Source: an optimization exercise on an open RTL-to-GDS flow (aim: small area). Production flows keep margins and buffers that such runs may drop. Only simulation tests tie the RTL to the original design; equivalence was not proved. The flow treats the clock pin as an ideal source, which a real chip does not have. No activity file was given, so power comes from the tool's default toggle rates.

Design main, start of the top module:
module main(
	input CLK,
	input rst,
	input T19,
	output T20,
	output LD0,
	output LD1,
	output LD2,
	output LD3,
	output LD4,
	output LD5,
	output LD6,
	output LD7
);
clock: 10.0 ns
lec_check: 0
cap_margin: 20
core_margin: 2
core_utilization: 60
slew_margin: 20
standard.sh (not shown) runs the stock make flow with config.mk's settings and CLKGATE_MAP_FILE= SYNTH_SCRIPT=/design/flow/synth_recipe.tcl, a recipe that flattens the netlist after the stock synthesis.
==> flow/flow/run.sh <==
#!/bin/bash
# Own layout flow: the standard ORFS flow (standard.sh) with
#  - the standard synthesis, whose combinational logic is then re-mapped
#    for area by yosys/abc (flip-flops untouched; the smallest of several
#    abc runs is kept),
#  - 1x buffers on the ports,
#  - a clock tree of clkbuf_8 without dummy loads, whose buffers are then
#    downsized where the flip-flops' clock slew stays low (clk_downsize.tcl).
# Each tool's output goes to a log file in this folder.
set -euo pipefail
HERE=$(pwd)
LIB=$FLOW_HOME/platforms/sky130hd/lib/sky130_fd_sc_hd__tt_025C_1v80.lib
R=$HERE/orfs/results/$FLOW_PLATFORM/main/base
YOSYS=$FLOW_HOME/../tools/install/yosys/bin/yosys
[ -x "$YOSYS" ] || YOSYS=yosys
export BUFFER_PORTS_ARGS="-buffer_cell sky130_fd_sc_hd__buf_1"
export CTS_ARGS="-sink_clustering_enable -repair_clock_nets -dont_use_dummy_load -buf_list sky130_fd_sc_hd__clkbuf_8 -sink_clustering_size 16"

export POST_CTS_TCL=$HERE/flow/clk_downsize.tcl

bash standard.sh synth > synth.log 2>&1
python3 flow/libmodels.py "$LIB" > comb_models.v 2> libmodels.log
cp "$R/1_2_yosys.v" std_1_2_yosys.v
# Several abc runs (deepsyn seeds, two mappers); keep the smallest netlist.
MAPS=("dch,-f;amap;topo" "\&get,-n;\&dch,-f;\&nf,-p,-a,-C,32,-R,1000;\&put;topo")
runs=()
for run in 0 1 2 3 4 5 6 7 8; do
  # deepsyn: seeds 0-5 with 50 steps without gain, seeds 0-2 with 200
  seed=$((run % 6)); steps=50; [ $run -ge 6 ] && steps=200
  for m in 0 1; do
    tag=r${run}m${m}
    sed -e "s#@LIB@#$LIB#g" -e "s#@IN@#std_1_2_yosys.v#" -e "s#@OUT@#resyn_$tag.v#" \
        -e "s#resyn_stat.txt#resyn_stat_$tag.txt#" \
        -e "s#@SCRIPT@#+strash;\&get,-n;\&deepsyn,-J,$steps,-S,$seed,-T,300;\&put;${MAPS[$m]}#" \
        flow/resyn.ys > resyn_$tag.ys
    runs+=($tag)
  done
done
for tag in "${runs[@]}"; do
  "$YOSYS" -s resyn_$tag.ys > resyn_$tag.log 2>&1 &
  while [ "$(jobs -rp | wc -l)" -ge "${NUM_CORES:-4}" ]; do sleep 1; done
done
wait
best=""; best_area=""
for tag in "${runs[@]}"; do
  [ -s resyn_$tag.v ] || continue
  a=$(awk '/Chip area/ {print $NF}' resyn_stat_$tag.txt)
  echo "$tag $a" >> resyn_areas.txt
  if [ -z "$best" ] || awk -v a="$a" -v b="$best_area" 'BEGIN {exit !(a < b)}'; then best=$tag; best_area=$a; fi
done
echo "best $best $best_area" >> resyn_areas.txt
cp resyn_$best.v "$R/1_2_yosys.v"
rm -f "$R/1_synth.odb" "$R/1_synth.sdc"
bash standard.sh finish > flow.log 2>&1
Other scripts of this flow, unchanged in this note and not shown: flow/flow/clk_downsize.tcl, flow/flow/libmodels.py, flow/flow/resyn.ys
Rerun with:
--- a/flow/design.v
+++ b/flow/design.v
@@ -95,22 +95,23 @@
 		if (rst)
 			counter <= 0;
 		else if (t20000)
 			counter <= counter + 1'b1;
 	wire [7:0] leds = (sw == 8'd0) ? counter : sw;
 	assign {LD7, LD6, LD5, LD4, LD3, LD2, LD1, LD0} = leds;
-	reg v;
-	wire f = counter[0] ^ t20001;
+	reg v, f;
 	reg [2:0] ar, ac, br, bc;
 	always @(posedge CLK)
 		if (rst) begin
 			v <= 1'b0;
+			f <= 1'b0;
 			ar <= 3'd1; ac <= 3'd1;  
 			br <= 3'd1; bc <= 3'd6;  
 		end else begin
 			if (t20001 || press) v <= 1'b1;
+			if (t20001) f <= !f;
 			if (mv_ac) ac <= mv_y;
 			if (mv_ar) ar <= mv_y;
 			if (mv_bc) bc <= mv_y;
 			if (mv_br) br <= mv_y;
 		end
 	wire bt = press && b0[7:4] == 4'd0;
What happened: Utilization came out higher by 0.27 points; register-to-register slack loses 0.41 ns; cell area came out higher by 0.42%; maximum frequency came out higher by 0.96%; via count came out lower by 3.8%; total power came out higher by 1.6%; flip-flop and latch count came out higher by 1; die area barely changes; worst hold slack loses 0.0096 ns; clock power came out higher by about 4%; setup slack gains 0.045 ns.

## separate check: timing with driven ports
In the flow no input, the clock included, has a driving cell. The finished layouts below were timed again as built, in two steps.
Step 1, drivers: a clkbuf_16 drives CLK and a buf_2 each remaining input, both assumed.
Step 2 also shifts input and output timing later by t, the mid clock arrival at the registers, as if the neighbouring blocks saw the same clock.
a / b / c = ideal / step 1 / step 2; a / b = the first two.
run | t, ns | setup WS [ns] | worst register clock-pin slew, ns
the first run | 0.497 | 5.332 / 5.300 / 5.797 | 0.11 / 0.11
the second run | 0.643 | 5.377 / 5.346 / 5.989 | 0.11 / 0.11
After both steps every run listed still meets setup and hold.
